Source: an optimization exercise on an open RTL-to-GDS flow (aim: small area). Production flows keep margins and buffers that such runs may drop. Where RTL was checked, it was by simulation tests only, not by an equivalence proof against the original. No functional check of the RTL was part of run 3. Power is estimated from default activity; no workload was simulated.

==> flow/design.v <==
module tpumac
 #(parameter BITS_AB=8,
   parameter BITS_C=16)
  (
   input clk, rst_n, WrEn, en,
   input signed [BITS_AB-1:0] Ain,
   input signed [BITS_AB-1:0] Bin,
   input signed [BITS_C-1:0] Cin,
   output reg signed [BITS_AB-1:0] Aout,
   output reg signed [BITS_AB-1:0] Bout,
   output reg signed [BITS_C-1:0] Cout
  );
  wire ld0, acc1, ag2, ag3, ag4, ag5, ag6, ag7, ag8, ag9, ldn10, mn11, mn12, mn13, mn14, mn15;
  wire mn16, mn17, mn18, mn19, mn20, mn21, mn22, mn23, mn24, mn25, mn26, pp27, pp28, pp29, pp30, pp31;
  wire pp32, pp33, pp34, pp35, pp36, pp37, pp38, pp39, pp40, pp41, pp42, pp43, pp44, pp45, pp46, pp47;
  wire pp48, pp49, pp50, pp51, pp52, pp53, pp54, pp55, pp56, pp57, pp58, pp59, pp60, pp61, pp62, pp63;
  wire pp64, pp65, pp66, pp67, pp68, pp69, pp70, pp71, pp72, pp73, pp74, pp75, pp76, pp77, pp78, pp79;
  wire pp80, pp81, pp82, pp83, pp84, pp85, pp86, pp87, pp88, pp89, pp90, pp91, s92, hc93, f94, f95;
  wire s96, hc97, f98, f99, f100, f101, s102, hc103, f104, f105, f106, f107, f108, f109, s110, hc111;
  wire f112, f113, f114, f115, f116, f117, f118, f119, s120, hc121, f122, f123, f124, f125, f126, f127;
  wire f128, f129, f130, f131, f132, f133, f134, f135, f136, f137, f138, f139, f140, f141, hs142, hc143;
  wire f144, f145, f146, f147, f148, f149, f150, f151, f152, f153, f154, f155, f156, f157, f158, f159;
  wire f160, f161, f162, f163, f164, f165, f166, f167, f168, f169, hs170, hc171, f172, f173, f174, f175;
  wire f176, f177, f178, f179, f180, f181, f182, f183, f184, f185, f186, f187, f188, f189, f190, f191;
  wire f192, f193, f194, f195, hs196, hc197, f198, f199, f200, f201, f202, f203, f204, f205, hs206, hc207;
  wire f208, f209, f210, f211, f212, f213, hs214, hc215, f216, f217, f218, f219, f220, f221, f222, f223;
  wire hs224, hc225, f226, f227, g228, p229, g230, p231, i232, g233, p234, i235, g236, p237, g238, p239;
  wire g240, p241, i242, g243, p244, i245, G246, T247, T248, G249, T250, T251, G252, i253, G254, G255;
  wire i256, T257, i258, G259, T260, i261, i264, G265, G266, G267, G268, G269, G270, s273, s274, s275;
  wire s276, s277, s278, s279, s280, s281, s282;
  assign ld0 = en & WrEn;
  assign acc1 = ~WrEn & en;
  assign ag2 = Ain[0] & acc1;
  assign ag3 = Ain[1] & acc1;
  assign ag4 = Ain[2] & acc1;
  assign ag5 = Ain[3] & acc1;
  assign ag6 = Ain[4] & acc1;
  assign ag7 = Ain[5] & acc1;
  assign ag8 = Ain[6] & acc1;
  assign ag9 = Ain[7] & acc1;
  assign ldn10 = ~(en & WrEn);
  assign mn11 = ~((ld0 | Cout[0]) & (ldn10 | Cin[0]));
  assign mn12 = ~((ld0 | Cout[1]) & (ldn10 | Cin[1]));
  assign mn13 = ~((ld0 | Cout[2]) & (ldn10 | Cin[2]));
  assign mn14 = ~((ld0 | Cout[3]) & (ldn10 | Cin[3]));
  assign mn15 = ~((ld0 | Cout[4]) & (ldn10 | Cin[4]));
  assign mn16 = ~((ld0 | Cout[5]) & (ldn10 | Cin[5]));
  assign mn17 = ~((ld0 | Cout[6]) & (ldn10 | Cin[6]));
  assign mn18 = ~((ld0 | Cout[7]) & (ldn10 | Cin[7]));
  assign mn19 = ~((ld0 | Cout[8]) & (ldn10 | Cin[8]));
  assign mn20 = ~((ld0 | Cout[9]) & (ldn10 | Cin[9]));
  assign mn21 = ~((ld0 | Cout[10]) & (ldn10 | Cin[10]));
  assign mn22 = ~((ld0 | Cout[11]) & (ldn10 | Cin[11]));
  assign mn23 = ~((ld0 | Cout[12]) & (ldn10 | Cin[12]));
  assign mn24 = ~((ld0 | Cout[13]) & (ldn10 | Cin[13]));
  assign mn25 = ~((ld0 | Cout[14]) & (ldn10 | Cin[14]));
  assign mn26 = ~((ld0 | Cout[15]) & (ldn10 | Cin[15]));
  assign pp27 = ~(ag2 & Bin[0]);
  assign pp28 = ~(ag2 & Bin[1]);
  assign pp29 = ~(ag2 & Bin[2]);
  assign pp30 = ~(ag2 & Bin[3]);
  assign pp31 = ~(ag2 & Bin[4]);
  assign pp32 = ~(ag2 & Bin[5]);
  assign pp33 = ~(ag2 & Bin[6]);
  assign pp34 = ag2 & Bin[7];
  assign pp35 = ~(ag3 & Bin[0]);
  assign pp36 = ~(ag3 & Bin[1]);
  assign pp37 = ~(ag3 & Bin[2]);
  assign pp38 = ~(ag3 & Bin[3]);
  assign pp39 = ~(ag3 & Bin[4]);
  assign pp40 = ~(ag3 & Bin[5]);
  assign pp41 = ~(ag3 & Bin[6]);
  assign pp42 = ag3 & Bin[7];
  assign pp43 = ~(ag4 & Bin[0]);
  assign pp44 = ~(ag4 & Bin[1]);
  assign pp45 = ~(ag4 & Bin[2]);
  assign pp46 = ~(ag4 & Bin[3]);
  assign pp47 = ~(ag4 & Bin[4]);
  assign pp48 = ~(ag4 & Bin[5]);
  assign pp49 = ~(ag4 & Bin[6]);
  assign pp50 = ag4 & Bin[7];
  assign pp51 = ~(ag5 & Bin[0]);
  assign pp52 = ~(ag5 & Bin[1]);
  assign pp53 = ~(ag5 & Bin[2]);
  assign pp54 = ~(ag5 & Bin[3]);
  assign pp55 = ~(ag5 & Bin[4]);
  assign pp56 = ~(ag5 & Bin[5]);
  assign pp57 = ~(ag5 & Bin[6]);
  assign pp58 = ag5 & Bin[7];
  assign pp59 = ~(ag6 & Bin[0]);
  assign pp60 = ~(ag6 & Bin[1]);
  assign pp61 = ~(ag6 & Bin[2]);
  assign pp62 = ~(ag6 & Bin[3]);
  assign pp63 = ~(ag6 & Bin[4]);
  assign pp64 = ~(ag6 & Bin[5]);
  assign pp65 = ~(ag6 & Bin[6]);
  assign pp66 = ag6 & Bin[7];
  assign pp67 = ~(ag7 & Bin[0]);
  assign pp68 = ~(ag7 & Bin[1]);
  assign pp69 = ~(ag7 & Bin[2]);
  assign pp70 = ~(ag7 & Bin[3]);
  assign pp71 = ~(ag7 & Bin[4]);
  assign pp72 = ~(ag7 & Bin[5]);
  assign pp73 = ~(ag7 & Bin[6]);
  assign pp74 = ag7 & Bin[7];
  assign pp75 = ~(ag8 & Bin[0]);
  assign pp76 = ~(ag8 & Bin[1]);
  assign pp77 = ~(ag8 & Bin[2]);
  assign pp78 = ~(ag8 & Bin[3]);
  assign pp79 = ~(ag8 & Bin[4]);
  assign pp80 = ~(ag8 & Bin[5]);
  assign pp81 = ~(ag8 & Bin[6]);
  assign pp82 = ag8 & Bin[7];
  assign pp83 = ag9 & Bin[0];
  assign pp84 = ag9 & Bin[2];
  assign pp85 = ag9 & Bin[3];
  assign pp86 = ag9 & Bin[4];
  assign pp87 = ag9 & Bin[5];
  assign pp88 = ag9 & Bin[6];
  assign pp89 = ~(ag9 & Bin[7]);
  assign pp90 = ~(ag9 & Bin[1]);
  assign pp91 = ag9 & Bin[1];
  assign s92 = mn11 ^ pp27;
  assign hc93 = mn11 | pp27;
  assign f94 = mn12 ^ pp28 ^ pp35;
  assign f95 = (mn12 & pp28) | (mn12 & pp35) | (pp28 & pp35);
  assign s96 = hc93 ^ f94;
  assign hc97 = hc93 | f94;
  assign f98 = mn13 ^ pp29 ^ pp36;
  assign f99 = (mn13 & pp29) | (mn13 & pp36) | (pp29 & pp36);
  assign f100 = pp43 ^ f95 ^ f98;
  assign f101 = (pp43 & f95) | (pp43 & f98) | (f95 & f98);
  assign s102 = hc97 ^ f100;
  assign hc103 = hc97 | f100;
  assign f104 = mn14 ^ pp30 ^ pp37;
  assign f105 = (mn14 & pp30) | (mn14 & pp37) | (pp30 & pp37);
  assign f106 = pp44 ^ pp51 ^ f99;
  assign f107 = (pp44 & pp51) | (pp44 & f99) | (pp51 & f99);
  assign f108 = f104 ^ f101 ^ f106;
  assign f109 = (f104 & f101) | (f104 & f106) | (f101 & f106);
  assign s110 = hc103 ^ f108;
  assign hc111 = hc103 | f108;
  assign f112 = mn15 ^ pp31 ^ pp38;
  assign f113 = (mn15 & pp31) | (mn15 & pp38) | (pp31 & pp38);
  assign f114 = pp45 ^ pp52 ^ pp59;
  assign f115 = (pp45 & pp52) | (pp45 & pp59) | (pp52 & pp59);
  assign f116 = f105 ^ f112 ^ f114;
  assign f117 = (f105 & f112) | (f105 & f114) | (f112 & f114);
  assign f118 = f107 ^ f116 ^ f109;
  assign f119 = (f107 & f116) | (f107 & f109) | (f116 & f109);
  assign s120 = hc111 ^ f118;
  assign hc121 = hc111 | f118;
  assign f122 = mn16 ^ pp32 ^ pp39;
  assign f123 = (mn16 & pp32) | (mn16 & pp39) | (pp32 & pp39);
  assign f124 = pp46 ^ pp53 ^ pp60;
  assign f125 = (pp46 & pp53) | (pp46 & pp60) | (pp53 & pp60);
  assign f126 = pp67 ^ f113 ^ f115;
  assign f127 = (pp67 & f113) | (pp67 & f115) | (f113 & f115);
  assign f128 = f122 ^ f124 ^ f117;
  assign f129 = (f122 & f124) | (f122 & f117) | (f124 & f117);
  assign f130 = f126 ^ f128 ^ f119;
  assign f131 = (f126 & f128) | (f126 & f119) | (f128 & f119);
  assign f132 = mn17 ^ pp33 ^ pp40;
  assign f133 = (mn17 & pp33) | (mn17 & pp40) | (pp33 & pp40);
  assign f134 = pp47 ^ pp54 ^ pp61;
  assign f135 = (pp47 & pp54) | (pp47 & pp61) | (pp54 & pp61);
  assign f136 = pp68 ^ pp75 ^ f123;
  assign f137 = (pp68 & pp75) | (pp68 & f123) | (pp75 & f123);
  assign f138 = f125 ^ f132 ^ f134;
  assign f139 = (f125 & f132) | (f125 & f134) | (f132 & f134);
  assign f140 = f127 ^ f136 ^ f138;
  assign f141 = (f127 & f136) | (f127 & f138) | (f136 & f138);
  assign hs142 = ~(f129 ^ f140);
  assign hc143 = f129 | f140;
  assign f144 = mn18 ^ pp41 ^ pp48;
  assign f145 = (mn18 & pp41) | (mn18 & pp48) | (pp41 & pp48);
  assign f146 = pp55 ^ pp62 ^ pp69;
  assign f147 = (pp55 & pp62) | (pp55 & pp69) | (pp62 & pp69);
  assign f148 = pp76 ^ pp34 ^ pp83;
  assign f149 = (pp76 & pp34) | (pp76 & pp83) | (pp34 & pp83);
  assign f150 = f133 ^ f135 ^ f144;
  assign f151 = (f133 & f135) | (f133 & f144) | (f135 & f144);
  assign f152 = f146 ^ f148 ^ f137;
  assign f153 = (f146 & f148) | (f146 & f137) | (f148 & f137);
  assign f154 = f139 ^ f150 ^ f152;
  assign f155 = (f139 & f150) | (f139 & f152) | (f150 & f152);
  assign f156 = f141 ^ hc143 ^ f154;
  assign f157 = (f141 & hc143) | (f141 & f154) | (hc143 & f154);
  assign f158 = mn19 ^ pp49 ^ pp56;
  assign f159 = (mn19 & pp49) | (mn19 & pp56) | (pp49 & pp56);
  assign f160 = pp63 ^ pp70 ^ pp77;
  assign f161 = (pp63 & pp70) | (pp63 & pp77) | (pp70 & pp77);
  assign f162 = pp90 ^ pp42 ^ f145;
  assign f163 = (pp90 & pp42) | (pp90 & f145) | (pp42 & f145);
  assign f164 = f147 ^ f158 ^ f160;
  assign f165 = (f147 & f158) | (f147 & f160) | (f158 & f160);
  assign f166 = f149 ^ f151 ^ f162;
  assign f167 = (f149 & f151) | (f149 & f162) | (f151 & f162);
  assign f168 = f164 ^ f153 ^ f166;
  assign f169 = (f164 & f153) | (f164 & f166) | (f153 & f166);
  assign hs170 = ~(f155 ^ f168);
  assign hc171 = f155 | f168;
  assign f172 = mn20 ^ pp57 ^ pp64;
  assign f173 = (mn20 & pp57) | (mn20 & pp64) | (pp57 & pp64);
  assign f174 = pp71 ^ pp78 ^ pp50;
  assign f175 = (pp71 & pp78) | (pp71 & pp50) | (pp78 & pp50);
  assign f176 = pp84 ^ pp91 ^ f159;
  assign f177 = (pp84 & pp91) | (pp84 & f159) | (pp91 & f159);
  assign f178 = f161 ^ f172 ^ f174;
  assign f179 = (f161 & f172) | (f161 & f174) | (f172 & f174);
  assign f180 = f163 ^ f165 ^ f176;
  assign f181 = (f163 & f165) | (f163 & f176) | (f165 & f176);
  assign f182 = f178 ^ f167 ^ f180;
  assign f183 = (f178 & f167) | (f178 & f180) | (f167 & f180);
  assign f184 = f169 ^ f182 ^ hc171;
  assign f185 = (f169 & f182) | (f169 & hc171) | (f182 & hc171);
  assign f186 = mn21 ^ pp65 ^ pp72;
  assign f187 = (mn21 & pp65) | (mn21 & pp72) | (pp65 & pp72);
  assign f188 = pp79 ^ pp58 ^ pp85;
  assign f189 = (pp79 & pp58) | (pp79 & pp85) | (pp58 & pp85);
  assign f190 = f173 ^ f186 ^ f175;
  assign f191 = (f173 & f186) | (f173 & f175) | (f186 & f175);
  assign f192 = f188 ^ f177 ^ f190;
  assign f193 = (f188 & f177) | (f188 & f190) | (f177 & f190);
  assign f194 = f179 ^ f181 ^ f192;
  assign f195 = (f179 & f181) | (f179 & f192) | (f181 & f192);
  assign hs196 = ~(f183 ^ f194);
  assign hc197 = f183 | f194;
  assign f198 = mn22 ^ pp73 ^ pp80;
  assign f199 = (mn22 & pp73) | (mn22 & pp80) | (pp73 & pp80);
  assign f200 = pp66 ^ pp86 ^ f187;
  assign f201 = (pp66 & pp86) | (pp66 & f187) | (pp86 & f187);
  assign f202 = f198 ^ f189 ^ f200;
  assign f203 = (f198 & f189) | (f198 & f200) | (f189 & f200);
  assign f204 = f191 ^ f202 ^ f193;
  assign f205 = (f191 & f202) | (f191 & f193) | (f202 & f193);
  assign hs206 = ~(f195 ^ f204);
  assign hc207 = f195 | f204;
  assign f208 = mn23 ^ pp81 ^ pp74;
  assign f209 = (mn23 & pp81) | (mn23 & pp74) | (pp81 & pp74);
  assign f210 = pp87 ^ f199 ^ f208;
  assign f211 = (pp87 & f199) | (pp87 & f208) | (f199 & f208);
  assign f212 = f201 ^ f210 ^ f203;
  assign f213 = (f201 & f210) | (f201 & f203) | (f210 & f203);
  assign hs214 = ~(f212 ^ f205);
  assign hc215 = f212 | f205;
  assign f216 = mn24 ^ pp82 ^ pp88;
  assign f217 = (mn24 & pp82) | (mn24 & pp88) | (pp82 & pp88);
  assign f218 = f209 ^ f216 ^ f211;
  assign f219 = (f209 & f216) | (f209 & f211) | (f216 & f211);
  assign f220 = f218 ^ f213 ^ hc215;
  assign f221 = (f218 & f213) | (f218 & hc215) | (f213 & hc215);
  assign f222 = mn25 ^ pp89 ^ f217;
  assign f223 = (mn25 & pp89) | (mn25 & f217) | (pp89 & f217);
  assign hs224 = ~(f222 ^ f219);
  assign hc225 = f222 | f219;
  assign f226 = mn26 ^ f223 ^ hc225;
  assign f227 = (mn26 & f223) | (mn26 & hc225) | (f223 & hc225);
  assign g228 = ~(hc121 | f130);
  assign p229 = hc121 ^ f130;
  assign g230 = ~(hs142 | f131);
  assign p231 = hs142 ^ f131;
  assign i232 = ~f156;
  assign g233 = ~(hs170 | f157);
  assign p234 = hs170 ^ f157;
  assign i235 = ~f184;
  assign g236 = ~(hs196 | f185);
  assign p237 = hs196 ^ f185;
  assign g238 = ~(hs206 | hc197);
  assign p239 = hs206 ^ hc197;
  assign g240 = ~(hs214 | hc207);
  assign p241 = hs214 ^ hc207;
  assign i242 = ~f220;
  assign g243 = ~(hs224 | f221);
  assign p244 = hs224 ^ f221;
  assign i245 = ~f226;
  assign G246 = ~((p231 & g228) | g230);
  assign T247 = ~(p234 & i232);
  assign T248 = ~(p237 & i235);
  assign G249 = ~((p241 & g238) | g240);
  assign T250 = ~(p241 & p239);
  assign T251 = ~(p244 & i242);
  assign G252 = ~(f156 | G246);
  assign i253 = ~g233;
  assign G254 = ~((T247 | G246) & i253);
  assign G255 = ~((p239 & g236) | g238);
  assign i256 = ~T248;
  assign T257 = ~(p239 & i256);
  assign i258 = ~g236;
  assign G259 = ~((T250 | i258) & G249);
  assign T260 = ~(T250 | T248);
  assign i261 = ~g243;
  assign i264 = ~G254;
  assign G265 = ~(f184 | i264);
  assign G266 = ~((i256 & G254) | g236);
  assign G267 = ~((T257 | i264) & G255);
  assign G268 = ~((T260 & G254) | G259);
  assign G269 = ~(f220 | G268);
  assign G270 = ~((T251 | G268) & i261);
  assign s273 = p231 ^ g228;
  assign s274 = ~(i232 ^ G246);
  assign s275 = p234 ^ G252;
  assign s276 = i235 ^ G254;
  assign s277 = p237 ^ G265;
  assign s278 = ~(p239 ^ G266);
  assign s279 = p241 ^ G267;
  assign s280 = ~(i242 ^ G268);
  assign s281 = p244 ^ G269;
  assign s282 = ~(i245 ^ G270);
  always @(posedge clk, negedge rst_n) begin
    if (!rst_n) begin
      Aout <= '0;
      Bout <= '0;
      Cout <= '0;
    end else begin
      if (en) begin
        Aout <= Ain;
        Bout <= Bin;
      end
      Cout <= {s282, s281, s280, s279, s278, s277, s276, s275, s274, s273, p229, s120, s110, s102, s96, s92};
    end
  end
endmodule
==> flow/flow/run.sh <==
#!/bin/bash
# Own layout flow: the standard synthesis is run unchanged (it names the registers), then
# its combinational mapping is replaced by flow/netlist.v, the same circuit as rtl/tpumac.sv
# mapped cell for cell by gen/gen.py, after checking that both have the same registers (name
# and cell type). The rest is the standard layout, with the port buffers made of buf_1.
set -euo pipefail
R=orfs/results/${FLOW_PLATFORM}/tpumac/base
bash standard.sh synth > run_synth.log 2>&1
python3 flow/swap.py "$R/1_2_yosys.v" flow/netlist.v > run_swap.log 2>&1
rm -f "$R/1_synth.odb" "$R/1_synth.sdc"
export BUFFER_PORTS_ARGS="-buffer_cell sky130_fd_sc_hd__buf_1"
export CTS_ARGS="-sink_clustering_enable -repair_clock_nets -dont_use_dummy_load -root_buf sky130_fd_sc_hd__clkbuf_4 -buf_list {sky130_fd_sc_hd__clkbuf_4}"
bash standard.sh finish > run_finish.log 2>&1
==> flow/flow/swap.py <==
#!/usr/bin/env python3
"""swap.py STD_NETLIST NEW_NETLIST: check that NEW has exactly STD's registers (instance name and
cell type, drive strength aside) and the same ports, then write NEW over STD."""
import re, sys, shutil
std, new = sys.argv[1], sys.argv[2]
def regs(path):
    text = open(path).read()
    out = {}
    for m in re.finditer(r'(sky130_fd_sc_hd__(?:df|sdf|edf|dl|sedf)\w*?)_\d+\s+(\\\S+|\w+)\s*\(', text):
        out[m.group(2)] = m.group(1)
    ports = sorted(re.findall(r'^\s*(input|output)\s+(?:\[[^\]]*\]\s*)?([\w, ]+);', text, re.M))
    return out, text
rs, ts = regs(std)
rn, tn = regs(new)
print('standard synthesis registers:', len(rs))
print('netlist registers:', len(rn))
if rs != rn:
    for k in sorted(set(rs) | set(rn)):
        if rs.get(k) != rn.get(k):
            print('MISMATCH', k, rs.get(k), rn.get(k))
    sys.exit('register mismatch')
shutil.copyfile(new, std)
print('replaced', std)
==> flow/standard.sh <==
#!/bin/bash
# synth_recipe.tcl (not shown) runs the flow's synth.tcl, then flattens the netlist and writes it again
# the make line also repeats each setting of config.mk as NAME=value (left out here)
make -C /OpenROAD-flow-scripts/flow DESIGN_CONFIG=/design/flow/config.mk WORK_HOME=/design/flow/orfs CLKGATE_MAP_FILE= SYNTH_SCRIPT=/design/flow/synth_recipe.tcl "${@:-finish}"
==> flow/config.mk <==
export PLATFORM = sky130hd
export DESIGN_NAME = tpumac
export DESIGN_NICKNAME = tpumac
export VERILOG_FILES = /design/flow/design.v
export SDC_FILE = /design/flow/constraint.sdc
export NUM_CORES = 4
export LEC_CHECK = 0
export CAP_MARGIN = 20
export CORE_MARGIN = 2
export CORE_UTILIZATION = 75
export GPL_TIMING_DRIVEN = 0
export SLEW_MARGIN = 20
==> flow/constraint.sdc <==
create_clock -name core_clock -period 5.2 [get_ports {clk}]
set_input_delay 1.0400 -clock core_clock [delete_from_list [all_inputs] [get_ports {clk}]]
set_output_delay 1.0400 -clock core_clock [all_outputs]
set_load 0.01 [all_outputs]
Not shown: flow/flow/netlist.v
==> impl_metrics.ini, run 1 <==
[outcome]
outcome = no timing/DRC/antenna violations

[finish]
syn_to_final_growth_pct = 12.9
layout_commonest_cell = buf_1
largest_register = Cout
clkbuf_count = 5
final_util_pct = 90.4
nFillCells = 160

[drt]
drt-met1-wl_mm = 2.55
firstDrtPassIters = 4
drc = 0
wl_met3_um = 650

[placed_design]
place_area_um2 = 3300
dp_hpwl_mm = 5.79
port_buffers = 66
gp_congestion = 0.848

[clocking]
numCtsBuffers = 5

[floorplanning]
rows = 22
fp.dieW_um = 67.2
ios = 68

[sta]
fin_crit_ps = 4990
holdWs_ps = 509
setup_ws_ps = 211
hold_violations = 0

[global_route]
grtUsageTotal_pct = 39.0

[power]
top_power_group = combinational logic
p_leak_uw = 0.00116
power.switching_uw = 830

[yosys]
synthCells = 273
netlist_area_um2 = 3000

[critical_path]
cp_max_fo = 8
slowest_delay_ps = 530
timing.rr.end = Cout[14]
crit_path_top_delay_cell = fa_1
endpoint_kind = flip-flop
crit_buf_inv = 1
r2r.worst_path.cells = 13

[hold_path]
hold_depth = 1
==> inputs of run 2 (changes only) <==
--- a/flow/config.mk
+++ b/flow/config.mk
@@ -9,4 +9,5 @@
 export CORE_MARGIN = 2
 export CORE_UTILIZATION = 75
 export GPL_TIMING_DRIVEN = 0
+export SETUP_SLACK_MARGIN = -0.1
 export SLEW_MARGIN = 20
==> impl_metrics.ini, run 2 <==
[sta]
tightest_slew_ps = 740
fmax_ghz = 0.198
finalSetupViolCount = 0
fin_crit_ps = 5040
min_period_over_period_pct = 97.0
max_slew_margin_pct = 50.6
hold_violations = 0
slew_violations = 0
setup_tns_ps = 0
skew_ps = 7.96

[yosys]
syn_avg_cell_area_um2 = 11.0
synthCells = 273
yosysWarnings = 1
netlist_area_um2 = 3000
syn_nets = 366

[floorplanning]
fp.dieW_um = 67.2
ios = 68
dieArea_um2 = 4520
die_y_um = 67.2
core_area_um2 = 3740
rows = 22
start_util_pct = 80.0

[power]
max-vdd-ir-drop_mv = 0.735
power.density_nw_per_um2 = 512
p_leak_uw = 0.00115
power_uw = 1720

[clocking]
clk_latency_ps = 340
root_buffer = clkbuf_4
cts.sinks = 32
cts.path.max_buffers = 2
numCtsBuffers = 5
cts_tree = yes
clk_pin_slew_worst_paths_ps = 100
post_cts_resized = 0
htree_levels = 2
cts_setup_buffers = 0
postCtsHoldBufs = 0

[placed_design]
gp_congestion = 0.848
port_buffers = 66
dp_hpwl_mm = 5.79

[global_route]
grt_first_pass_wirelength_mm = 12.3
grt_pass1_vias = 2643
grt_start_max_net_pins = 33
grtUsageTotal_pct = 39.0
grt-ovfl-total = 0
antenna_found_initial = 0

[critical_path]
worstPathArrival_ps = 5260
crit_buf_inv = 1
slowest_delay_ps = 540
crit_path_top_delay_cell = fa_1
worst_setup_path_start_kind = input pin
crit_top_cell = fa_1
cp_max_fo = 16
critical_path_class = in2reg
worstPathRequired_ps = 5410
cp_top_family = adder cells
endpoint_kind = flip-flop
path_cells = buf_1 -> and2_2 -> o22ai_1 -> fa_1 -> fa_1 -> fa_1 -> fa_1 -> fa_1 -> nor2_1 -> a21oi_1 -> o21ai_2 -> a21oi_2 -> nor2_1 -> xor2_1

[finish]
largest_register_ff_count = 16
multi_input_area_um2 = 2170
antenna_cells = 0
largest_register = Cout
drive_above_1_share_pct = 5.52
nFillCells = 165
seqCellArea_um2 = 801
nets = 439
largestRegisters = Cout (16), Aout (8), Bout (8)
layout_commonest_cell = buf_1
final_cell_mix = buf_1, fa_1, nand2_1
syn_to_final_growth_pct = 12.4

[drt]
firstDrtPassIters = 5
drc = 0
first_iter_violations = 271
viasPerCell = 6.35
via_count = 2490
drt_wl_total_mm = 7.77
drtAntennaViolNets = 0
wl_per_cell_um = 19.8

[flow_run]
cap_violations = 0

[outcome]
outcome = no timing/DRC/antenna violations

[hold_path]
hold_path_class = reg2reg
[run 2: power by group]
part	leakage [uW]	internal [uW]	switching [uW]
combinational	0.000764	509	704
clock	0.0000230	45.2	85.3
sequential	0.000363	340	39.3
total	0.00115	894	829
[run 2: area by class of cell]
type,count,area share (%)
tap,48,1.78
clock buffer,5,1.11
buffer,2,0.297
inverter,10,1.11
multi-input combinational,229,64.5
sequential,32,23.8
timing repair buffer,66,7.36
[run 2: through the flow]
step	util [%]	instance area, um2	hold WS [ps]	std cells	worst slack (ps)
2_1_floorplan	-	3000	537	273	312
3_3_place_gp	88.3	3300	481	387	-257
3_5_place_dp	88.3	3300	486	387	-379
4_1_cts	89.3	3340	508	392	-43.8
5_1_grt	89.9	3370	515	392	-96.9
6_report	89.9	3370	510	392	158
[run 2: final timing paths]
| kind | to | from | slack [ps] | depth (start not counted) |
|---|---|---|---|---|
| hold / removal | Aout[4] | Aout[4] | 510 | 1 |
| max in group asynchronous | Cout[12] | rst_n | 3970 | 1 |
| hold reg to reg | Aout[4] | Aout[4] | 510 | 1 |
| setup reg to reg | Cout[14] | Cout[7] | 1120 | 13 |
| setup / recovery | Cout[14] | en | 160 | 14 |
| min in group asynchronous | Cout[2] | rst_n | 750 | 1 |
[run 2: per-layer routing]
metal  vias to the layer above  part of all wire, %  global-route usage, %
met5                         -                    0                      0
met4                         0                  6.1                   22.7
met3                        51                  7.5                   9.00
met2                       172                   52                   65.1
met1                      1232                   35                   46.7
li1                       1035                    -                      -
[run 2: worst reg2reg max path, stage by stage (launching register included)]
cell,delay (ps)
dfrtp_1,390
o22ai_1,280
fa_1,460
fa_1,400
fa_1,530
fa_1,440
or2_1,250
fa_1,440
xor2_2,210
nand2_1,100
nor2_1,120
a21oi_2,90
nor2_1,130
xor2_1,160
==> inputs of run 3 (changes only) <==
--- a/flow/design.v
+++ b/flow/design.v
@@ -24,10 +24,10 @@
   wire f176, f177, f178, f179, f180, f181, f182, f183, f184, f185, f186, f187, f188, f189, f190, f191;
   wire f192, f193, f194, f195, hs196, hc197, f198, f199, f200, f201, f202, f203, f204, f205, hs206, hc207;
   wire f208, f209, f210, f211, f212, f213, hs214, hc215, f216, f217, f218, f219, f220, f221, f222, f223;
-  wire hs224, hc225, f226, f227, g228, p229, g230, p231, i232, g233, p234, i235, g236, p237, g238, p239;
-  wire g240, p241, i242, g243, p244, i245, G246, T247, T248, G249, T250, T251, G252, i253, G254, G255;
-  wire i256, T257, i258, G259, T260, i261, i264, G265, G266, G267, G268, G269, G270, s273, s274, s275;
-  wire s276, s277, s278, s279, s280, s281, s282;
+  wire f224, f225, x226, x227, g228, p229, g230, p231, i232, g233, p234, i235, g236, p237, g238, p239;
+  wire g240, p241, i242, i243, i244, G245, T246, T247, G248, T249, T250, G251, i252, G253, G254, i255;
+  wire T256, i257, G258, T259, i261, G262, G263, G264, G265, G266, i267, G268, s270, s271, s272, s273;
+  wire s274, s275, s276, s277, s278, s279;
   assign ld0 = en & WrEn;
   assign acc1 = ~WrEn & en;
   assign ag2 = Ain[0] & acc1;
@@ -252,10 +252,10 @@
   assign f221 = (f218 & f213) | (f218 & hc215) | (f213 & hc215);
   assign f222 = mn25 ^ pp89 ^ f217;
   assign f223 = (mn25 & pp89) | (mn25 & f217) | (pp89 & f217);
-  assign hs224 = ~(f222 ^ f219);
-  assign hc225 = f222 | f219;
-  assign f226 = mn26 ^ f223 ^ hc225;
-  assign f227 = (mn26 & f223) | (mn26 & hc225) | (f223 & hc225);
+  assign f224 = f222 ^ f219 ^ f221;
+  assign f225 = (f222 & f219) | (f222 & f221) | (f219 & f221);
+  assign x226 = mn26 ^ f223;
+  assign x227 = x226 ^ f225;
   assign g228 = ~(hc121 | f130);
   assign p229 = hc121 ^ f130;
   assign g230 = ~(hs142 | f131);
@@ -271,42 +271,41 @@
   assign g240 = ~(hs214 | hc207);
   assign p241 = hs214 ^ hc207;
   assign i242 = ~f220;
-  assign g243 = ~(hs224 | f221);
-  assign p244 = hs224 ^ f221;
-  assign i245 = ~f226;
-  assign G246 = ~((p231 & g228) | g230);
-  assign T247 = ~(p234 & i232);
-  assign T248 = ~(p237 & i235);
-  assign G249 = ~((p241 & g238) | g240);
-  assign T250 = ~(p241 & p239);
-  assign T251 = ~(p244 & i242);
-  assign G252 = ~(f156 | G246);
-  assign i253 = ~g233;
-  assign G254 = ~((T247 | G246) & i253);
-  assign G255 = ~((p239 & g236) | g238);
-  assign i256 = ~T248;
-  assign T257 = ~(p239 & i256);
-  assign i258 = ~g236;
-  assign G259 = ~((T250 | i258) & G249);
-  assign T260 = ~(T250 | T248);
-  assign i261 = ~g243;
-  assign i264 = ~G254;
-  assign G265 = ~(f184 | i264);
-  assign G266 = ~((i256 & G254) | g236);
-  assign G267 = ~((T257 | i264) & G255);
-  assign G268 = ~((T260 & G254) | G259);
-  assign G269 = ~(f220 | G268);
-  assign G270 = ~((T251 | G268) & i261);
-  assign s273 = p231 ^ g228;
-  assign s274 = ~(i232 ^ G246);
-  assign s275 = p234 ^ G252;
-  assign s276 = i235 ^ G254;
-  assign s277 = p237 ^ G265;
-  assign s278 = ~(p239 ^ G266);
-  assign s279 = p241 ^ G267;
-  assign s280 = ~(i242 ^ G268);
-  assign s281 = p244 ^ G269;
-  assign s282 = ~(i245 ^ G270);
+  assign i243 = ~f224;
+  assign i244 = ~x227;
+  assign G245 = ~((p231 & g228) | g230);
+  assign T246 = ~(p234 & i232);
+  assign T247 = ~(p237 & i235);
+  assign G248 = ~((p241 & g238) | g240);
+  assign T249 = ~(p241 & p239);
+  assign T250 = ~(f224 | f220);
+  assign G251 = ~(f156 | G245);
+  assign i252 = ~g233;
+  assign G253 = ~((T246 | G245) & i252);
+  assign G254 = ~((p239 & g236) | g238);
+  assign i255 = ~T247;
+  assign T256 = ~(p239 & i255);
+  assign i257 = ~g236;
+  assign G258 = ~((T249 | i257) & G248);
+  assign T259 = ~(T249 | T247);
+  assign i261 = ~G253;
+  assign G262 = ~(f184 | i261);
+  assign G263 = ~((i255 & G253) | g236);
+  assign G264 = ~((T256 | i261) & G254);
+  assign G265 = ~((T259 & G253) | G258);
+  assign G266 = ~(f220 | G265);
+  assign i267 = ~T250;
+  assign G268 = ~(i267 | G265);
+  assign s270 = p231 ^ g228;
+  assign s271 = ~(i232 ^ G245);
+  assign s272 = p234 ^ G251;
+  assign s273 = i235 ^ G253;
+  assign s274 = p237 ^ G262;
+  assign s275 = ~(p239 ^ G263);
+  assign s276 = p241 ^ G264;
+  assign s277 = ~(i242 ^ G265);
+  assign s278 = i243 ^ G266;
+  assign s279 = ~(i244 ^ G268);
   always @(posedge clk, negedge rst_n) begin
     if (!rst_n) begin
       Aout <= '0;
@@ -317,7 +316,7 @@
         Aout <= Ain;
         Bout <= Bin;
       end
-      Cout <= {s282, s281, s280, s279, s278, s277, s276, s275, s274, s273, p229, s120, s110, s102, s96, s92};
+      Cout <= {s279, s278, s277, s276, s275, s274, s273, s272, s271, s270, p229, s120, s110, s102, s96, s92};
     end
   end
 endmodule
--- a/flow/flow/netlist.v
+++ b/flow/flow/netlist.v
@@ -21,10 +21,10 @@
   wire f176, f177, f178, f179, f180, f181, f182, f183, f184, f185, f186, f187, f188, f189, f190, f191;
   wire f192, f193, f194, f195, hs196, hc197, f198, f199, f200, f201, f202, f203, f204, f205, hs206, hc207;
   wire f208, f209, f210, f211, f212, f213, hs214, hc215, f216, f217, f218, f219, f220, f221, f222, f223;
-  wire hs224, hc225, f226, f227, g228, p229, g230, p231, i232, g233, p234, i235, g236, p237, g238, p239;
-  wire g240, p241, i242, g243, p244, i245, G246, T247, T248, G249, T250, T251, G252, i253, G254, G255;
-  wire i256, T257, i258, G259, T260, i261, i264, G265, G266, G267, G268, G269, G270, s273, s274, s275;
-  wire s276, s277, s278, s279, s280, s281, s282;
+  wire f224, f225, x226, x227, g228, p229, g230, p231, i232, g233, p234, i235, g236, p237, g238, p239;
+  wire g240, p241, i242, i243, i244, G245, T246, T247, G248, T249, T250, G251, i252, G253, G254, i255;
+  wire T256, i257, G258, T259, i261, G262, G263, G264, G265, G266, i267, G268, s270, s271, s272, s273;
+  wire s274, s275, s276, s277, s278, s279;
   sky130_fd_sc_hd__and2_2 u0 (.A(en), .B(WrEn), .X(ld0));
   sky130_fd_sc_hd__and2b_1 u1 (.A_N(WrEn), .B(en), .X(acc1));
   sky130_fd_sc_hd__and2_1 u2 (.A(Ain[0]), .B(acc1), .X(ag2));
@@ -193,9 +193,9 @@
   sky130_fd_sc_hd__fa_1 u165 (.A(f209), .B(f216), .CIN(f211), .SUM(f218), .COUT(f219));
   sky130_fd_sc_hd__fa_1 u166 (.A(f218), .B(f213), .CIN(hc215), .SUM(f220), .COUT(f221));
   sky130_fd_sc_hd__fa_1 u167 (.A(mn25), .B(pp89), .CIN(f217), .SUM(f222), .COUT(f223));
-  sky130_fd_sc_hd__xnor2_1 u168 (.A(f222), .B(f219), .Y(hs224));
-  sky130_fd_sc_hd__or2_1 u169 (.A(f222), .B(f219), .X(hc225));
-  sky130_fd_sc_hd__fa_1 u170 (.A(mn26), .B(f223), .CIN(hc225), .SUM(f226), .COUT(f227));
+  sky130_fd_sc_hd__fa_1 u168 (.A(f222), .B(f219), .CIN(f221), .SUM(f224), .COUT(f225));
+  sky130_fd_sc_hd__xor2_1 u169 (.A(mn26), .B(f223), .X(x226));
+  sky130_fd_sc_hd__xor2_1 u170 (.A(x226), .B(f225), .X(x227));
   sky130_fd_sc_hd__nor2_1 u171 (.A(hc121), .B(f130), .Y(g228));
   sky130_fd_sc_hd__xor2_1 u172 (.A(hc121), .B(f130), .X(p229));
   sky130_fd_sc_hd__nor2_1 u173 (.A(hs142), .B(f131), .Y(g230));
@@ -211,42 +211,41 @@
   sky130_fd_sc_hd__nor2_1 u183 (.A(hs214), .B(hc207), .Y(g240));
   sky130_fd_sc_hd__xor2_1 u184 (.A(hs214), .B(hc207), .X(p241));
   sky130_fd_sc_hd__inv_1 u185 (.A(f220), .Y(i242));
-  sky130_fd_sc_hd__nor2_1 u186 (.A(hs224), .B(f221), .Y(g243));
-  sky130_fd_sc_hd__xor2_1 u187 (.A(hs224), .B(f221), .X(p244));
-  sky130_fd_sc_hd__inv_1 u188 (.A(f226), .Y(i245));
-  sky130_fd_sc_hd__a21oi_1 u189 (.A1(p231), .A2(g228), .B1(g230), .Y(G246));
-  sky130_fd_sc_hd__nand2_1 u190 (.A(p234), .B(i232), .Y(T247));
-  sky130_fd_sc_hd__nand2_1 u191 (.A(p237), .B(i235), .Y(T248));
-  sky130_fd_sc_hd__a21oi_1 u192 (.A1(p241), .A2(g238), .B1(g240), .Y(G249));
-  sky130_fd_sc_hd__nand2_1 u193 (.A(p241), .B(p239), .Y(T250));
-  sky130_fd_sc_hd__nand2_1 u194 (.A(p244), .B(i242), .Y(T251));
-  sky130_fd_sc_hd__nor2_1 u195 (.A(f156), .B(G246), .Y(G252));
-  sky130_fd_sc_hd__inv_1 u196 (.A(g233), .Y(i253));
-  sky130_fd_sc_hd__o21ai_1 u197 (.A1(T247), .A2(G246), .B1(i253), .Y(G254));
-  sky130_fd_sc_hd__a21oi_1 u198 (.A1(p239), .A2(g236), .B1(g238), .Y(G255));
-  sky130_fd_sc_hd__inv_1 u199 (.A(T248), .Y(i256));
-  sky130_fd_sc_hd__nand2_1 u200 (.A(p239), .B(i256), .Y(T257));
-  sky130_fd_sc_hd__inv_1 u201 (.A(g236), .Y(i258));
-  sky130_fd_sc_hd__o21ai_1 u202 (.A1(T250), .A2(i258), .B1(G249), .Y(G259));
-  sky130_fd_sc_hd__nor2_1 u203 (.A(T250), .B(T248), .Y(T260));
-  sky130_fd_sc_hd__inv_1 u204 (.A(g243), .Y(i261));
-  sky130_fd_sc_hd__inv_1 u205 (.A(G254), .Y(i264));
-  sky130_fd_sc_hd__nor2_1 u206 (.A(f184), .B(i264), .Y(G265));
-  sky130_fd_sc_hd__a21oi_1 u207 (.A1(i256), .A2(G254), .B1(g236), .Y(G266));
-  sky130_fd_sc_hd__o21ai_1 u208 (.A1(T257), .A2(i264), .B1(G255), .Y(G267));
-  sky130_fd_sc_hd__a21oi_1 u209 (.A1(T260), .A2(G254), .B1(G259), .Y(G268));
-  sky130_fd_sc_hd__nor2_1 u210 (.A(f220), .B(G268), .Y(G269));
-  sky130_fd_sc_hd__o21ai_1 u211 (.A1(T251), .A2(G268), .B1(i261), .Y(G270));
-  sky130_fd_sc_hd__xor2_1 u212 (.A(p231), .B(g228), .X(s273));
-  sky130_fd_sc_hd__xnor2_1 u213 (.A(i232), .B(G246), .Y(s274));
-  sky130_fd_sc_hd__xor2_1 u214 (.A(p234), .B(G252), .X(s275));
-  sky130_fd_sc_hd__xor2_1 u215 (.A(i235), .B(G254), .X(s276));
-  sky130_fd_sc_hd__xor2_1 u216 (.A(p237), .B(G265), .X(s277));
-  sky130_fd_sc_hd__xnor2_1 u217 (.A(p239), .B(G266), .Y(s278));
-  sky130_fd_sc_hd__xor2_1 u218 (.A(p241), .B(G267), .X(s279));
-  sky130_fd_sc_hd__xnor2_1 u219 (.A(i242), .B(G268), .Y(s280));
-  sky130_fd_sc_hd__xor2_1 u220 (.A(p244), .B(G269), .X(s281));
-  sky130_fd_sc_hd__xnor2_1 u221 (.A(i245), .B(G270), .Y(s282));
+  sky130_fd_sc_hd__inv_1 u186 (.A(f224), .Y(i243));
+  sky130_fd_sc_hd__inv_1 u187 (.A(x227), .Y(i244));
+  sky130_fd_sc_hd__a21oi_1 u188 (.A1(p231), .A2(g228), .B1(g230), .Y(G245));
+  sky130_fd_sc_hd__nand2_1 u189 (.A(p234), .B(i232), .Y(T246));
+  sky130_fd_sc_hd__nand2_1 u190 (.A(p237), .B(i235), .Y(T247));
+  sky130_fd_sc_hd__a21oi_1 u191 (.A1(p241), .A2(g238), .B1(g240), .Y(G248));
+  sky130_fd_sc_hd__nand2_1 u192 (.A(p241), .B(p239), .Y(T249));
+  sky130_fd_sc_hd__nor2_1 u193 (.A(f224), .B(f220), .Y(T250));
+  sky130_fd_sc_hd__nor2_1 u194 (.A(f156), .B(G245), .Y(G251));
+  sky130_fd_sc_hd__inv_1 u195 (.A(g233), .Y(i252));
+  sky130_fd_sc_hd__o21ai_1 u196 (.A1(T246), .A2(G245), .B1(i252), .Y(G253));
+  sky130_fd_sc_hd__a21oi_1 u197 (.A1(p239), .A2(g236), .B1(g238), .Y(G254));
+  sky130_fd_sc_hd__inv_1 u198 (.A(T247), .Y(i255));
+  sky130_fd_sc_hd__nand2_1 u199 (.A(p239), .B(i255), .Y(T256));
+  sky130_fd_sc_hd__inv_1 u200 (.A(g236), .Y(i257));
+  sky130_fd_sc_hd__o21ai_1 u201 (.A1(T249), .A2(i257), .B1(G248), .Y(G258));
+  sky130_fd_sc_hd__nor2_1 u202 (.A(T249), .B(T247), .Y(T259));
+  sky130_fd_sc_hd__inv_1 u203 (.A(G253), .Y(i261));
+  sky130_fd_sc_hd__nor2_1 u204 (.A(f184), .B(i261), .Y(G262));
+  sky130_fd_sc_hd__a21oi_1 u205 (.A1(i255), .A2(G253), .B1(g236), .Y(G263));
+  sky130_fd_sc_hd__o21ai_1 u206 (.A1(T256), .A2(i261), .B1(G254), .Y(G264));
+  sky130_fd_sc_hd__a21oi_1 u207 (.A1(T259), .A2(G253), .B1(G258), .Y(G265));
+  sky130_fd_sc_hd__nor2_1 u208 (.A(f220), .B(G265), .Y(G266));
+  sky130_fd_sc_hd__inv_1 u209 (.A(T250), .Y(i267));
+  sky130_fd_sc_hd__nor2_1 u210 (.A(i267), .B(G265), .Y(G268));
+  sky130_fd_sc_hd__xor2_1 u211 (.A(p231), .B(g228), .X(s270));
+  sky130_fd_sc_hd__xnor2_1 u212 (.A(i232), .B(G245), .Y(s271));
+  sky130_fd_sc_hd__xor2_1 u213 (.A(p234), .B(G251), .X(s272));
+  sky130_fd_sc_hd__xor2_1 u214 (.A(i235), .B(G253), .X(s273));
+  sky130_fd_sc_hd__xor2_1 u215 (.A(p237), .B(G262), .X(s274));
+  sky130_fd_sc_hd__xnor2_1 u216 (.A(p239), .B(G263), .Y(s275));
+  sky130_fd_sc_hd__xor2_1 u217 (.A(p241), .B(G264), .X(s276));
+  sky130_fd_sc_hd__xnor2_1 u218 (.A(i242), .B(G265), .Y(s277));
+  sky130_fd_sc_hd__xor2_1 u219 (.A(i243), .B(G266), .X(s278));
+  sky130_fd_sc_hd__xnor2_1 u220 (.A(i244), .B(G268), .Y(s279));
   wire rst_b;
   sky130_fd_sc_hd__buf_2 urst (.A(rst_n), .X(rst_b));
   wire en_b;
@@ -254,52 +253,52 @@
   wire en_n;
   sky130_fd_sc_hd__inv_2 uenn (.A(en), .Y(en_n));
   wire d_Aout_0;
-  sky130_fd_sc_hd__o22a_1 u222 (.A1(en_b), .A2(Aout[0]), .B1(en_n), .B2(Ain[0]), .X(d_Aout_0));
+  sky130_fd_sc_hd__o22a_1 u221 (.A1(en_b), .A2(Aout[0]), .B1(en_n), .B2(Ain[0]), .X(d_Aout_0));
   sky130_fd_sc_hd__dfrtp_1 \Aout[0]$_DFFE_PN0P_  (.CLK(clk), .D(d_Aout_0), .Q(Aout[0]), .RESET_B(rst_b));
   wire d_Aout_1;
-  sky130_fd_sc_hd__o22a_1 u223 (.A1(en_b), .A2(Aout[1]), .B1(en_n), .B2(Ain[1]), .X(d_Aout_1));
+  sky130_fd_sc_hd__o22a_1 u222 (.A1(en_b), .A2(Aout[1]), .B1(en_n), .B2(Ain[1]), .X(d_Aout_1));
   sky130_fd_sc_hd__dfrtp_1 \Aout[1]$_DFFE_PN0P_  (.CLK(clk), .D(d_Aout_1), .Q(Aout[1]), .RESET_B(rst_b));
   wire d_Aout_2;
-  sky130_fd_sc_hd__o22a_1 u224 (.A1(en_b), .A2(Aout[2]), .B1(en_n), .B2(Ain[2]), .X(d_Aout_2));
+  sky130_fd_sc_hd__o22a_1 u223 (.A1(en_b), .A2(Aout[2]), .B1(en_n), .B2(Ain[2]), .X(d_Aout_2));
   sky130_fd_sc_hd__dfrtp_1 \Aout[2]$_DFFE_PN0P_  (.CLK(clk), .D(d_Aout_2), .Q(Aout[2]), .RESET_B(rst_b));
   wire d_Aout_3;
-  sky130_fd_sc_hd__o22a_1 u225 (.A1(en_b), .A2(Aout[3]), .B1(en_n), .B2(Ain[3]), .X(d_Aout_3));
+  sky130_fd_sc_hd__o22a_1 u224 (.A1(en_b), .A2(Aout[3]), .B1(en_n), .B2(Ain[3]), .X(d_Aout_3));
   sky130_fd_sc_hd__dfrtp_1 \Aout[3]$_DFFE_PN0P_  (.CLK(clk), .D(d_Aout_3), .Q(Aout[3]), .RESET_B(rst_b));
   wire d_Aout_4;
-  sky130_fd_sc_hd__o22a_1 u226 (.A1(en_b), .A2(Aout[4]), .B1(en_n), .B2(Ain[4]), .X(d_Aout_4));
+  sky130_fd_sc_hd__o22a_1 u225 (.A1(en_b), .A2(Aout[4]), .B1(en_n), .B2(Ain[4]), .X(d_Aout_4));
   sky130_fd_sc_hd__dfrtp_1 \Aout[4]$_DFFE_PN0P_  (.CLK(clk), .D(d_Aout_4), .Q(Aout[4]), .RESET_B(rst_b));
   wire d_Aout_5;
-  sky130_fd_sc_hd__o22a_1 u227 (.A1(en_b), .A2(Aout[5]), .B1(en_n), .B2(Ain[5]), .X(d_Aout_5));
+  sky130_fd_sc_hd__o22a_1 u226 (.A1(en_b), .A2(Aout[5]), .B1(en_n), .B2(Ain[5]), .X(d_Aout_5));
   sky130_fd_sc_hd__dfrtp_1 \Aout[5]$_DFFE_PN0P_  (.CLK(clk), .D(d_Aout_5), .Q(Aout[5]), .RESET_B(rst_b));
   wire d_Aout_6;
-  sky130_fd_sc_hd__o22a_1 u228 (.A1(en_b), .A2(Aout[6]), .B1(en_n), .B2(Ain[6]), .X(d_Aout_6));
+  sky130_fd_sc_hd__o22a_1 u227 (.A1(en_b), .A2(Aout[6]), .B1(en_n), .B2(Ain[6]), .X(d_Aout_6));
   sky130_fd_sc_hd__dfrtp_1 \Aout[6]$_DFFE_PN0P_  (.CLK(clk), .D(d_Aout_6), .Q(Aout[6]), .RESET_B(rst_b));
   wire d_Aout_7;
-  sky130_fd_sc_hd__o22a_1 u229 (.A1(en_b), .A2(Aout[7]), .B1(en_n), .B2(Ain[7]), .X(d_Aout_7));
+  sky130_fd_sc_hd__o22a_1 u228 (.A1(en_b), .A2(Aout[7]), .B1(en_n), .B2(Ain[7]), .X(d_Aout_7));
   sky130_fd_sc_hd__dfrtp_1 \Aout[7]$_DFFE_PN0P_  (.CLK(clk), .D(d_Aout_7), .Q(Aout[7]), .RESET_B(rst_b));
   wire d_Bout_0;
-  sky130_fd_sc_hd__o22a_1 u230 (.A1(en_b), .A2(Bout[0]), .B1(en_n), .B2(Bin[0]), .X(d_Bout_0));
+  sky130_fd_sc_hd__o22a_1 u229 (.A1(en_b), .A2(Bout[0]), .B1(en_n), .B2(Bin[0]), .X(d_Bout_0));
   sky130_fd_sc_hd__dfrtp_1 \Bout[0]$_DFFE_PN0P_  (.CLK(clk), .D(d_Bout_0), .Q(Bout[0]), .RESET_B(rst_b));
   wire d_Bout_1;
-  sky130_fd_sc_hd__o22a_1 u231 (.A1(en_b), .A2(Bout[1]), .B1(en_n), .B2(Bin[1]), .X(d_Bout_1));
+  sky130_fd_sc_hd__o22a_1 u230 (.A1(en_b), .A2(Bout[1]), .B1(en_n), .B2(Bin[1]), .X(d_Bout_1));
   sky130_fd_sc_hd__dfrtp_1 \Bout[1]$_DFFE_PN0P_  (.CLK(clk), .D(d_Bout_1), .Q(Bout[1]), .RESET_B(rst_b));
   wire d_Bout_2;
-  sky130_fd_sc_hd__o22a_1 u232 (.A1(en_b), .A2(Bout[2]), .B1(en_n), .B2(Bin[2]), .X(d_Bout_2));
+  sky130_fd_sc_hd__o22a_1 u231 (.A1(en_b), .A2(Bout[2]), .B1(en_n), .B2(Bin[2]), .X(d_Bout_2));
   sky130_fd_sc_hd__dfrtp_1 \Bout[2]$_DFFE_PN0P_  (.CLK(clk), .D(d_Bout_2), .Q(Bout[2]), .RESET_B(rst_b));
   wire d_Bout_3;
-  sky130_fd_sc_hd__o22a_1 u233 (.A1(en_b), .A2(Bout[3]), .B1(en_n), .B2(Bin[3]), .X(d_Bout_3));
+  sky130_fd_sc_hd__o22a_1 u232 (.A1(en_b), .A2(Bout[3]), .B1(en_n), .B2(Bin[3]), .X(d_Bout_3));
   sky130_fd_sc_hd__dfrtp_1 \Bout[3]$_DFFE_PN0P_  (.CLK(clk), .D(d_Bout_3), .Q(Bout[3]), .RESET_B(rst_b));
   wire d_Bout_4;
-  sky130_fd_sc_hd__o22a_1 u234 (.A1(en_b), .A2(Bout[4]), .B1(en_n), .B2(Bin[4]), .X(d_Bout_4));
+  sky130_fd_sc_hd__o22a_1 u233 (.A1(en_b), .A2(Bout[4]), .B1(en_n), .B2(Bin[4]), .X(d_Bout_4));
   sky130_fd_sc_hd__dfrtp_1 \Bout[4]$_DFFE_PN0P_  (.CLK(clk), .D(d_Bout_4), .Q(Bout[4]), .RESET_B(rst_b));
   wire d_Bout_5;
-  sky130_fd_sc_hd__o22a_1 u235 (.A1(en_b), .A2(Bout[5]), .B1(en_n), .B2(Bin[5]), .X(d_Bout_5));
+  sky130_fd_sc_hd__o22a_1 u234 (.A1(en_b), .A2(Bout[5]), .B1(en_n), .B2(Bin[5]), .X(d_Bout_5));
   sky130_fd_sc_hd__dfrtp_1 \Bout[5]$_DFFE_PN0P_  (.CLK(clk), .D(d_Bout_5), .Q(Bout[5]), .RESET_B(rst_b));
   wire d_Bout_6;
-  sky130_fd_sc_hd__o22a_1 u236 (.A1(en_b), .A2(Bout[6]), .B1(en_n), .B2(Bin[6]), .X(d_Bout_6));
+  sky130_fd_sc_hd__o22a_1 u235 (.A1(en_b), .A2(Bout[6]), .B1(en_n), .B2(Bin[6]), .X(d_Bout_6));
   sky130_fd_sc_hd__dfrtp_1 \Bout[6]$_DFFE_PN0P_  (.CLK(clk), .D(d_Bout_6), .Q(Bout[6]), .RESET_B(rst_b));
   wire d_Bout_7;
-  sky130_fd_sc_hd__o22a_1 u237 (.A1(en_b), .A2(Bout[7]), .B1(en_n), .B2(Bin[7]), .X(d_Bout_7));
+  sky130_fd_sc_hd__o22a_1 u236 (.A1(en_b), .A2(Bout[7]), .B1(en_n), .B2(Bin[7]), .X(d_Bout_7));
   sky130_fd_sc_hd__dfrtp_1 \Bout[7]$_DFFE_PN0P_  (.CLK(clk), .D(d_Bout_7), .Q(Bout[7]), .RESET_B(rst_b));
   sky130_fd_sc_hd__dfrtp_1 \Cout[0]$_DFF_PN0_  (.CLK(clk), .D(s92), .Q(Cout[0]), .RESET_B(rst_b));
   sky130_fd_sc_hd__dfrtp_1 \Cout[1]$_DFF_PN0_  (.CLK(clk), .D(s96), .Q(Cout[1]), .RESET_B(rst_b));
@@ -307,14 +306,14 @@
   sky130_fd_sc_hd__dfrtp_1 \Cout[3]$_DFF_PN0_  (.CLK(clk), .D(s110), .Q(Cout[3]), .RESET_B(rst_b));
   sky130_fd_sc_hd__dfrtp_1 \Cout[4]$_DFF_PN0_  (.CLK(clk), .D(s120), .Q(Cout[4]), .RESET_B(rst_b));
   sky130_fd_sc_hd__dfrtp_1 \Cout[5]$_DFF_PN0_  (.CLK(clk), .D(p229), .Q(Cout[5]), .RESET_B(rst_b));
-  sky130_fd_sc_hd__dfrtp_1 \Cout[6]$_DFF_PN0_  (.CLK(clk), .D(s273), .Q(Cout[6]), .RESET_B(rst_b));
-  sky130_fd_sc_hd__dfrtp_1 \Cout[7]$_DFF_PN0_  (.CLK(clk), .D(s274), .Q(Cout[7]), .RESET_B(rst_b));
-  sky130_fd_sc_hd__dfrtp_1 \Cout[8]$_DFF_PN0_  (.CLK(clk), .D(s275), .Q(Cout[8]), .RESET_B(rst_b));
-  sky130_fd_sc_hd__dfrtp_1 \Cout[9]$_DFF_PN0_  (.CLK(clk), .D(s276), .Q(Cout[9]), .RESET_B(rst_b));
-  sky130_fd_sc_hd__dfrtp_1 \Cout[10]$_DFF_PN0_  (.CLK(clk), .D(s277), .Q(Cout[10]), .RESET_B(rst_b));
-  sky130_fd_sc_hd__dfrtp_1 \Cout[11]$_DFF_PN0_  (.CLK(clk), .D(s278), .Q(Cout[11]), .RESET_B(rst_b));
-  sky130_fd_sc_hd__dfrtp_1 \Cout[12]$_DFF_PN0_  (.CLK(clk), .D(s279), .Q(Cout[12]), .RESET_B(rst_b));
-  sky130_fd_sc_hd__dfrtp_1 \Cout[13]$_DFF_PN0_  (.CLK(clk), .D(s280), .Q(Cout[13]), .RESET_B(rst_b));
-  sky130_fd_sc_hd__dfrtp_1 \Cout[14]$_DFF_PN0_  (.CLK(clk), .D(s281), .Q(Cout[14]), .RESET_B(rst_b));
-  sky130_fd_sc_hd__dfrtp_1 \Cout[15]$_DFF_PN0_  (.CLK(clk), .D(s282), .Q(Cout[15]), .RESET_B(rst_b));
+  sky130_fd_sc_hd__dfrtp_1 \Cout[6]$_DFF_PN0_  (.CLK(clk), .D(s270), .Q(Cout[6]), .RESET_B(rst_b));
+  sky130_fd_sc_hd__dfrtp_1 \Cout[7]$_DFF_PN0_  (.CLK(clk), .D(s271), .Q(Cout[7]), .RESET_B(rst_b));
+  sky130_fd_sc_hd__dfrtp_1 \Cout[8]$_DFF_PN0_  (.CLK(clk), .D(s272), .Q(Cout[8]), .RESET_B(rst_b));
+  sky130_fd_sc_hd__dfrtp_1 \Cout[9]$_DFF_PN0_  (.CLK(clk), .D(s273), .Q(Cout[9]), .RESET_B(rst_b));
+  sky130_fd_sc_hd__dfrtp_1 \Cout[10]$_DFF_PN0_  (.CLK(clk), .D(s274), .Q(Cout[10]), .RESET_B(rst_b));
+  sky130_fd_sc_hd__dfrtp_1 \Cout[11]$_DFF_PN0_  (.CLK(clk), .D(s275), .Q(Cout[11]), .RESET_B(rst_b));
+  sky130_fd_sc_hd__dfrtp_1 \Cout[12]$_DFF_PN0_  (.CLK(clk), .D(s276), .Q(Cout[12]), .RESET_B(rst_b));
+  sky130_fd_sc_hd__dfrtp_1 \Cout[13]$_DFF_PN0_  (.CLK(clk), .D(s277), .Q(Cout[13]), .RESET_B(rst_b));
+  sky130_fd_sc_hd__dfrtp_1 \Cout[14]$_DFF_PN0_  (.CLK(clk), .D(s278), .Q(Cout[14]), .RESET_B(rst_b));
+  sky130_fd_sc_hd__dfrtp_1 \Cout[15]$_DFF_PN0_  (.CLK(clk), .D(s279), .Q(Cout[15]), .RESET_B(rst_b));
 endmodule
==> impl_metrics.ini, run 3 <==
[finish]
largestRegisters = Cout (16), Aout (8), Bout (8)
syn_to_final_growth_pct = 12.1
nets = 438
antenna_cells = 0
drive_above_1_share_pct = 4.66
largest_register = Cout
largest_register_ff_count = 16
final_cell_mix = buf_1, fa_1, nand2_1
postLayoutCellArea_um2 = 3350
layout_commonest_cell = buf_1

[drt]
drtAntennaViolNets = 0
firstDrtPassIters = 4
viasPerCell = 6.18
drc = 0
drt_wl_total_mm = 7.47
via_count = 2417
wl_per_cell_um = 19.1
first_iter_violations = 213

[placed_design]
dp_slack_ps = -428
dp_hpwl_mm = 5.79
place_area_um2 = 3300
port_buffers = 66
gp_congestion = 0.836

[critical_path]
cp_max_fo = 8
regToRegStartpoint = Cout[7]
endpoint = Cout[14]
worstPathArrival_ps = 5390
crit_path_top_delay_cell = fa_1
r2r_slack_ps = 1150
r2r.worst_path.cells = 13
endpoint_kind = flip-flop
worstPathRequired_ps = 5470
critical_path_class = in2reg
timing.rr.end = Cout[14]
path_cells = buf_1 -> and2b_1 -> and2_2 -> nand2_1 -> fa_1 -> fa_1 -> fa_1 -> fa_1 -> fa_1 -> xor2_1 -> nand2_1 -> o21ai_2 -> a21oi_2 -> nor2_1 -> xor2_1
startpoint = en
slowest_delay_ps = 540
crit_top_cell = fa_1
worst_setup_path_start_kind = input pin

[global_route]
grt_start_max_net_pins = 33
grt-ovfl-total = 0
grtUsageTotal_pct = 38.4
grt_first_pass_wirelength_mm = 12.1
antenna_found_initial = 0
grt_pass1_vias = 2626

[sta]
max_slew_margin_pct = 51.1
min_period_over_period_pct = 98.3
slew_violations = 0
hold_violations = 0
skew_ps = 24.7
holdWs_ps = 509
setup_ws_ps = 88.0
fin_crit_ps = 5110
tightest_slew_ps = 734
finalSetupViolCount = 0
fmax_ghz = 0.196

[clocking]
numCtsBuffers = 5
cts_setup_buffers = 0
cts_tree = yes
clk_pin_slew_worst_paths_ps = 110
clk_latency_ps = 340
cts.path.max_buffers = 2
htree_levels = 2
root_buffer = clkbuf_4
cts.sinks = 32

[flow_run]
cap_violations = 0

[yosys]
syn_nets = 365
netlist_area_um2 = 2990
synthCells = 272
yosysWarnings = 1
syn_avg_cell_area_um2 = 11.0

[outcome]
outcome = no timing/DRC/antenna violations

[floorplanning]
rows = 22
ios = 68
die_y_um = 67.1
dieArea_um2 = 4510
start_util_pct = 79.8
fp.dieW_um = 67.1
core_area_um2 = 3740

[power]
p_leak_uw = 0.00115
power.density_nw_per_um2 = 516
max-vdd-ir-drop_mv = 0.599
power_uw = 1730

[hold_path]
hold_path_class = reg2reg
[run 3: per-stage QoR]
| stage | TNS (ps) | util, % | std cells |
|---|---|---|---|
| after floorplan | 0 | - | 272 |
| after global placement | -859 | 88.1 | 386 |
| after detailed placement | -1950 | 88.1 | 386 |
| after CTS | -101 | 89.1 | 391 |
| after global routing | -172 | 89.5 | 391 |
| final | 0 | 89.5 | 391 |
[run 3: layout make-up]
cell class              count  area [um2]
plain buffers               2        10.0
clock buffers               5        37.5
fillers                   184         394
inverters                  11        41.3
multi-input cells         227        2150
flip-flops and latches     32         801
well taps                  48        60.1
repair buffers             66         248
[run 3: routing by layer]
metal	vias to the layer above	part of all wire, %	global-route usage, %
met5	-	0	0
met4	0	3.5	20.9
met3	31	8.3	9.00
met2	150	53	65.0
met1	1210	35	45.6
li1	1026	-	-
[run 3: worst max-delay path: cells and delay by family]
kind	cells	cell delay [ps]
adder cells (fa/ha/maj)	5	2300
AND/OR/NAND/NOR	5	960
buffers and inverters	1	190
AO/OA/AOI/OAI	2	490
XOR/XNOR	2	400
[run 3: power by group]
part           total, uW  switching [uW]  internal [uW]
Combinational       1220             708            513
Sequential           380            40.2            339
Clock                128            83.3           45.2
[run 3: what timing repair did]
action,4_1_cts,5_1_grt
hold buffers,0,0
gates resized for setup,0,7
endpoints found under the setup margin,0,5
[run 3: worst min-delay path by stage]
stage | start | end | slack [ps] | cells after the start
after floorplan | Aout[0] | Aout[0] | 540 | 1
after global placement | Bout[6] | Bout[6] | 480 | 1
after detailed placement | Aout[4] | Aout[4] | 490 | 1
after CTS | Aout[4] | Aout[4] | 510 | 1
after global routing | Aout[4] | Aout[4] | 520 | 1
final | Aout[4] | Aout[4] | 510 | 1

-- port drivers added, routing unchanged --
The flow's constraints put no driver on any port. The routed layouts listed below were extracted and timed again, unchanged, in two steps.
Step 1 sets driving cells, clkbuf_16 on the clock port and buf_2 on the other inputs (assumed; they add their load-dependent delay and slew).
Step 2, shift: input delay + t, output delay - t, t = (earliest + latest rising clock arrival at the registers) / 2. This alone moves slack from input paths to output paths.
a / b / c = ideal ports / drivers / drivers and shift; a / b = the first two.
run	shift t [ns]	slack for setup (ns)	worst hold slack (ns)	worst setup path at the end	clock arrival spread, ns
run 1	0.353	0.211 / 0.212 / -0.141	0.509 / 0.509 / 0.509	input to register	0.014 / 0.014
run 2	0.356	0.158 / 0.160 / -0.196	0.510 / 0.510 / 0.510	input to register	0.008 / 0.008
run 3	0.355	0.088 / 0.090 / -0.265	0.509 / 0.509 / 0.509	input to register	0.025 / 0.025
Met with ideal ports but missed after step 2: setup timing in every run listed. For run 2, which loses most, drivers alone change the setup slack by +0.002 ns; drivers and shift together by -0.354 ns.
